What follows belongs to an exercise in optimizing a design on an open flow for small area, a short achievable clock period and few clock cycles; a production flow would make more cautious choices. RTL that was checked went through simulation tests only; none was proved equivalent to the original. Power is estimated from default activity; no workload was simulated.

==> 09-09: inputs <==
==> flow/design.v <==
module Next_addr (md, bud, a, b, start, sv0, sv1, sv2, d8, sb, addr);
input [17:0] md, a, b;
input [6:0] bud;                
input start, sv0, sv1, sv2, d8, sb;
output [17:0] addr;
wire gone = (bud[6:4] == 3'd0) && (md[11:8] > bud[3:0]);
wire useb = sb || (sv1 && !gone && !d8) || (sv2 && md[2:0] != 3'd0);
wire [17:0] m = sv0 ? md : useb ? b : a;
assign addr = start ? 18'd0 : m;
endmodule
module Top_lvl (clk,start,mem_addr,mem_data,MIN_WEIGHT,MIN_PATH_NODES,donee);
input clk,start;
output [17:0] mem_addr;
input [17:0] mem_data;
output [14:0] MIN_WEIGHT;
output [17:0] MIN_PATH_NODES;  
output reg donee;
localparam V0=3'd0, V1=3'd1, V2=3'd2, WK=3'd3, DN=3'd4, FIN=3'd5, WK2=3'd7;
reg [2:0] st;
reg [3:0] d;             
reg [17:0] x;            
reg [14:0] bud;          
reg pr;                  
reg [14:0] wmin;         
reg [17:0] best;         
reg [3:0] bd;            
reg [2:0] T;             
reg tv;                  
reg [17:0] na;           
reg [17:0] S [1:7];      
reg [1:0]  R [1:7];      
reg [14:0] W [1:7];      
reg tv2;
reg [2:0] T2;
integer l;
always @* begin
  tv2 = 1'b0; T2 = 3'd1;
  for (l = 1; l <= 7; l = l + 1)
    if (l < T && R[l] != 2'd0) begin tv2 = 1'b1; T2 = l; end
end
wire [2:0] bdm1 = bd[2:0] - 3'd1;       
wire [2:0] dm1 = d[2:0] - 3'd1;         
wire [17:0] sr = S[T];
wire [1:0] RT = R[T];
wire [17:0] nx1 = sr + 18'd1;           
wire [17:0] x1 = x + 18'd1;             
wire [17:0] xk = v2 ? x1 : x;           
wire [17:0] best1 = best + 18'd1;       
wire v1 = (st == V1), v2 = (st == V2);
wire [11:0] w = mem_data[11:0];
wire [2:0] nc = mem_data[2:0];
wire prune = (bud[14:12] == 3'd0) && (w >= bud[11:0]);
wire gone = (bud[14:12] == 3'd0) && (w[11:8] > bud[11:8]);    
wire d8 = d[3];                         
wire nc0 = (nc == 3'd0);
wire [14:0] bw = bud - {3'b000, w};     
wire [14:0] wq = wmin - ((st == V0) ? W[dm1] : bud);
wire [14:0] wx = wq + {3'b000, w};      
wire fin = (v1 && (d8 || gone)) || (v2 && (pr || nc0));    
wire leaf = (v1 && d8 && !prune) || (v2 && !pr && nc0);              
wire over = (fin && !tv && !leaf) || (st == FIN);    
wire push = v2 && !pr && !nc0;
Next_addr nad (.md(mem_data), .bud(bud[14:8]), .a((st == FIN) ? best1 : na), .b(xk), .start(start),
  .sv0(st == V0), .sv1(v1), .sv2(v2 && !pr), .d8(d8), .sb(st == WK2), .addr(mem_addr));
assign MIN_WEIGHT = wmin;
assign MIN_PATH_NODES = (st != DN || d == 4'd1) ? 18'd0 : (d > bd) ? 18'h3FFFF : sr;
reg sw, rw, ww;
reg [2:0] si;
reg [17:0] sd;
reg [1:0] rd;
always @* begin
  sw = 1'b0; rw = 1'b0; ww = 1'b0; si = d[2:0]; sd = xk; rd = nc[1:0] - 2'd1;
  if (push) begin sw = 1'b1; rw = 1'b1; ww = 1'b1; end
  if (fin && tv) begin sw = 1'b1; rw = 1'b1; si = T; sd = nx1; rd = RT - 2'd1; end
  if (over) begin sw = (bd >= 4'd2); si = bdm1; sd = best; end
  if (st == WK) begin sw = 1'b1; si = dm1; sd = mem_data; end
end
always @(posedge clk) begin
  if (sw) S[si] <= sd;
  if (rw) R[si] <= rd;
  if (ww) W[d[2:0]] <= wq;    
end
always @(posedge clk) begin
  if (start) begin
    st <= V1; d <= 4'd1; x <= 18'd2;
    bud <= 15'h7FFF; wmin <= 15'h7FFF; donee <= 1'b0; tv <= 1'b0;
  end else begin
    case (st)
      V0: begin
        x <= mem_data + 18'd2;
        na <= tv ? nx1 : best1;
        bud <= wq;
        st <= V1;
      end
      V1: begin
        bud <= bw;
        pr <= prune;
        st <= V2;
      end
      V2: if (push) begin
        d <= d + 4'd1;
        st <= V0;
        if (nc[2:1] != 2'b00) begin T <= d[2:0]; tv <= 1'b1; end
      end
      WK: begin
        x <= mem_data + 18'd1;
        d <= d - 4'd1;
        st <= WK2;
        if (d == 4'd2) begin st <= DN; d <= 4'd2; T <= 3'd1; end
      end
      WK2: begin
        st <= WK;
        if (d == 4'd2) donee <= 1'b1;
      end
      DN: begin
        if (d <= 4'd8) d <= d + 4'd1;
        T <= T + 3'd1;
      end
      default: ;
    endcase
    if (leaf) begin wmin <= v1 ? wx : wq; best <= x - 18'd2; bd <= d; end
    if (fin) begin
      if (tv) begin
        d <= {1'b0, T} + 4'd1;
        st <= V0;
        if (RT == 2'd1) begin T <= T2; tv <= tv2; end
      end else if (leaf) st <= FIN;
    end
    if (over) begin
      d <= bd - 4'd1;
      if (bd >= 4'd3) begin
        st <= WK;
        if (bd == 4'd3) donee <= 1'b1;
      end else begin
        st <= DN; donee <= 1'b1; d <= 4'd1; T <= 3'd0;
      end
    end
  end
end
endmodule  
==> flow/run.sh <==
#!/bin/bash
# synth_recipe.tcl (not shown) runs the flow's synth.tcl, then flattens the netlist and writes it again
# the make line also repeats each setting of config.mk as NAME=value (left out here)
make -C /OpenROAD-flow-scripts/flow DESIGN_CONFIG=/design/flow/config.mk WORK_HOME=/design/flow/orfs CLKGATE_MAP_FILE= SYNTH_SCRIPT=/design/flow/synth_recipe.tcl finish
==> flow/config.mk <==
export PLATFORM = sky130hd
export DESIGN_NAME = Top_lvl
export DESIGN_NICKNAME = Top_lvl
export VERILOG_FILES = /design/flow/design.v
export SDC_FILE = /design/flow/constraint.sdc
export NUM_CORES = 4
export LEC_CHECK = 0
export CAP_MARGIN = 20
export CORE_MARGIN = 2
export CORE_UTILIZATION = 40
export SETUP_SLACK_MARGIN = 2.5
export SLEW_MARGIN = 20
export SYNTH_HIERARCHICAL = 1
export SYNTH_MINIMUM_KEEP_SIZE = 0
==> flow/constraint.sdc <==
create_clock -name core_clock -period 7.5 [get_ports {clk}]
set_input_delay 1.5000 -clock core_clock [delete_from_list [all_inputs] [get_ports {clk}]]
set_output_delay 1.5000 -clock core_clock [all_outputs]
set_load 0.01 [all_outputs]
==> 10-26 (differences from 09-09) <==
==> flow/design.v, changed modules only <==
module Top_lvl (clk,start,mem_addr,mem_data,MIN_WEIGHT,MIN_PATH_NODES,donee);
input clk,start;
output [17:0] mem_addr;
input [17:0] mem_data;
output [14:0] MIN_WEIGHT;
output [17:0] MIN_PATH_NODES;  
output donee;
localparam V0=3'd0, V1=3'd1, V2=3'd2, WK=3'd3, DN=3'd4, FIN=3'd5, WK2=3'd6;
reg [2:0] st;
reg [3:0] d;             
reg [17:0] x;            
reg [14:0] bud;          
reg pr;                  
reg dn;                  
reg [14:0] wmin;         
reg [17:0] best;         
reg [3:0] bd;            
reg [2:0] T;             
reg tv;                  
reg [17:0] S [1:7];      
reg [1:0]  R [1:7];      
reg [11:0] W1;
reg [12:0] W2;
reg [13:0] W3;
reg [14:0] W4, W5, W6;
reg [14:0] Wr;           
reg tv2;
reg [2:0] T2;
integer l;
always @* begin
  tv2 = 1'b0; T2 = 3'd1;
  for (l = 1; l <= 7; l = l + 1)
    if (l < T && R[l] != 2'd0) begin tv2 = 1'b1; T2 = l; end
end
wire [2:0] bdm1 = bd[2:0] - 3'd1;       
wire [17:0] sr = S[T];
wire [1:0] RT = R[T];
wire [17:0] nx1 = sr + 18'd1;           
wire [17:0] xk = x + {16'd0, st != WK2, st == V2 || st == WK2};    
wire [17:0] best1 = best + 18'd1;       
wire [11:0] w = mem_data[11:0];
wire [2:0] nc = mem_data[2:0];
wire prune = (bud[14:12] == 3'd0) && (w >= bud[11:0]);
wire gone = (bud[14:12] == 3'd0) && (w[11:8] > bud[11:8]);    
wire end1 = gone || d[3];               
wire end2 = pr || (nc == 3'd0);
wire v1 = (st == V1), v2 = (st == V2);
wire [14:0] bw = bud - {3'b000, w};     
wire [2:0] dm1 = d[2:0] - 3'd1;         
wire [2:0] wi = d[3] ? 3'd6 : dm1;      
always @* begin
  case (wi)
    3'd1: Wr = {3'b000, W1};
    3'd2: Wr = {2'b00, W2};
    3'd3: Wr = {1'b0, W3};
    3'd4: Wr = W4;
    3'd5: Wr = W5;
    default: Wr = W6;
  endcase
end
wire [14:0] wp = wmin - ((st == V0) ? Wr : v1 ? bw : bud);
wire fin = (v1 && end1) || (v2 && end2);    
wire leaf = fin && !(v1 ? prune : pr);      
wire over = (fin && !tv && !leaf) || (st == FIN);    
reg [17:0] addr;
always @* begin
  if (st == V0) addr = mem_data;
  else if (((v1 || v2) && !fin) || st == WK2) addr = xk;
  else addr = tv ? sr : best1;
end
assign mem_addr = start ? 18'd0 : addr;
assign MIN_WEIGHT = wmin;
assign donee = dn || (over && bd <= 4'd2);
assign MIN_PATH_NODES = (st != DN || d == 4'd1) ? 18'd0 : (d > bd) ? 18'h3FFFF : sr;
reg sw, rw, ww;
reg [2:0] si;
reg [17:0] sd;
reg [1:0] rd;
always @* begin
  sw = 1'b0; rw = 1'b0; ww = 1'b0; si = d[2:0]; sd = x + 18'd4; rd = nc[1:0] - 2'd1;
  if (v2 && !end2) begin sw = 1'b1; rw = 1'b1; ww = 1'b1; end
  if (fin && tv) begin sw = 1'b1; rw = 1'b1; si = T; sd = nx1; rd = RT - 2'd1; end
  if (over) begin sw = (bd >= 4'd2); si = bdm1; sd = best; end
  if (st == WK) begin sw = 1'b1; si = dm1; sd = mem_data; end
end
always @(posedge clk) begin
  if (sw) S[si] <= sd;
  if (rw) R[si] <= rd;
  if (ww) case (si)
    3'd1: W1 <= wp[11:0];
    3'd2: W2 <= wp[12:0];
    3'd3: W3 <= wp[13:0];
    3'd4: W4 <= wp;
    3'd5: W5 <= wp;
    3'd6: W6 <= wp;
    default: ;
  endcase
end
always @(posedge clk) begin
  if (start) begin
    st <= V1; d <= 4'd1; x <= 18'd0;
    bud <= 15'h7FFF; wmin <= 15'h7FFF; dn <= 1'b0; tv <= 1'b0;
  end else begin
    case (st)
      V0: begin
        x <= mem_data;
        if (!d[3]) bud <= wp;    
        st <= V1;
      end
      V1: begin
        if (!d[3]) bud <= bw;
        else if (!prune) bud <= {3'b000, w};
        pr <= prune;
        if (!end1) st <= V2;
      end
      V2: if (!end2) begin
        d <= d + 4'd1;
        st <= V0;
        if (nc[2:1] != 2'b00) begin T <= d[2:0]; tv <= 1'b1; end
      end
      WK: begin
        x <= mem_data;
        d <= d - 4'd1;
        st <= WK2;
        if (d == 4'd2) begin st <= DN; d <= 4'd2; T <= 3'd1; end
      end
      WK2: begin
        st <= WK;
        if (d == 4'd2) dn <= 1'b1;
      end
      DN: begin
        if (d <= 4'd8) d <= d + 4'd1;
        T <= T + 3'd1;
      end
      default: ;
    endcase
    if (leaf) begin wmin <= wp; best <= x; bd <= d; end
    if (fin) begin
      if (tv) begin
        d <= {1'b0, T} + 4'd1;
        st <= V0;
        if (RT == 2'd1) begin T <= T2; tv <= tv2; end
      end else if (leaf) st <= FIN;
    end
    if (over) begin
      d <= bd - 4'd1;
      if (bd >= 4'd3) begin
        st <= WK;
        if (bd == 4'd3) dn <= 1'b1;
      end else begin
        st <= DN; dn <= 1'b1; d <= 4'd2; T <= 3'd1;
      end
    end
  end
end
endmodule  
// module Next_addr removed
==> flow/flow/run.sh (new file) <==
#!/bin/bash
# The standard layout (standard.sh: ORFS from the standard synthesis to the
# routed layout), with one change: the port buffers that global placement
# inserts are plain buffers (buf_4) instead of the resizer's default pick, a
# delay cell (clkdlybuf4s50_1). make's full output goes to standard.log; ORFS
# keeps each step's own log under orfs/logs/.
set -euo pipefail
export BUFFER_PORTS_ARGS="-buffer_cell sky130_fd_sc_hd__buf_4"
bash standard.sh > standard.log 2>&1
==> flow/standard.sh (new file) <==
#!/bin/bash
# synth_recipe.tcl (not shown) runs the flow's synth.tcl, then flattens the netlist and writes it again
# the make line also repeats each setting of config.mk as NAME=value (left out here)
make -C /OpenROAD-flow-scripts/flow DESIGN_CONFIG=/design/flow/config.mk WORK_HOME=/design/flow/orfs CLKGATE_MAP_FILE= SYNTH_SCRIPT=/design/flow/synth_recipe.tcl "${@:-finish}"
- CORE_UTILIZATION: 40 -> 55
- CTS_CLUSTER_DIAMETER: unset -> 45
- CTS_CLUSTER_SIZE: unset -> 40
- PLACE_DENSITY: unset -> 0.7
- SYNTH_HIERARCHICAL: 1 -> unset
- SYNTH_MINIMUM_KEEP_SIZE: 0 -> unset
removed: flow/run.sh
==> run summary <==
* Outcome: timing/DRC/antenna clean
* First-pass DRT Iterations at 5
* Maximum clock frequency at just under 200 MHz
* Area of the core at slightly above 0.03 mm2
* Seq power at 3.06 mW
* CTS Sinks at 312
* Fin worst setup slack at 2.336 ns
* CP max-delay cell: a211oi_2
* Gp weighted congestion at 0.9950
* Via-to-Cell Ratio at 6.368
* Initial Utilization at around 56%
* Adder-cell share of the synthesized area at around 4.5%
-- figures above: 10-26

==> run summary <==
* Outcome: timing/DRC/antenna clean
* Seq power at roughly 3.5 mW
* Fin worst setup slack at 2.567 ns
* Via-to-Cell Ratio at roughly 5.8
* First-pass DRT Iterations at 8
* Adder-cell share of the synthesized area at 5.330%
-- figures above: 09-09

Testbench counts of 10-26, summed over its fixed seeds: cycles 13,933.
Only the layout flow was run in 09-09; the RTL was not checked for function there.

static timing again, ports no longer ideal:
The flow's constraints put no driver on any port. The routed layouts listed below were extracted and timed again, unchanged, in two steps.
Step 1 sets driving cells, clkbuf_16 on the clock port and buf_2 on the other inputs (assumed; they add their load-dependent delay and slew).
Step 2, shift: input delay + t, output delay - t, t = (earliest + latest rising clock arrival at the registers) / 2. This alone moves slack from input paths to output paths.
a / b / c = ideal ports / drivers / drivers and shift; a / b = the first two.
run | t, ns | slack for setup (ns) | worst hold slack (ns) | worst setup path after step 2 | worst slew at a driven data input, ns
09-09 | 0.618 | 2.567 / 2.547 / 2.019 | 0.533 / 0.533 / 0.533 | input to register | 0.06
10-26 | 0.587 | 2.336 / 2.280 / 1.979 | 0.498 / 0.498 / 0.498 | input to register | 0.07
After both steps every run listed still meets setup and hold. The setup slack of 09-09, which loses most, moves by -0.020 ns with the drivers and by -0.548 ns with both steps.
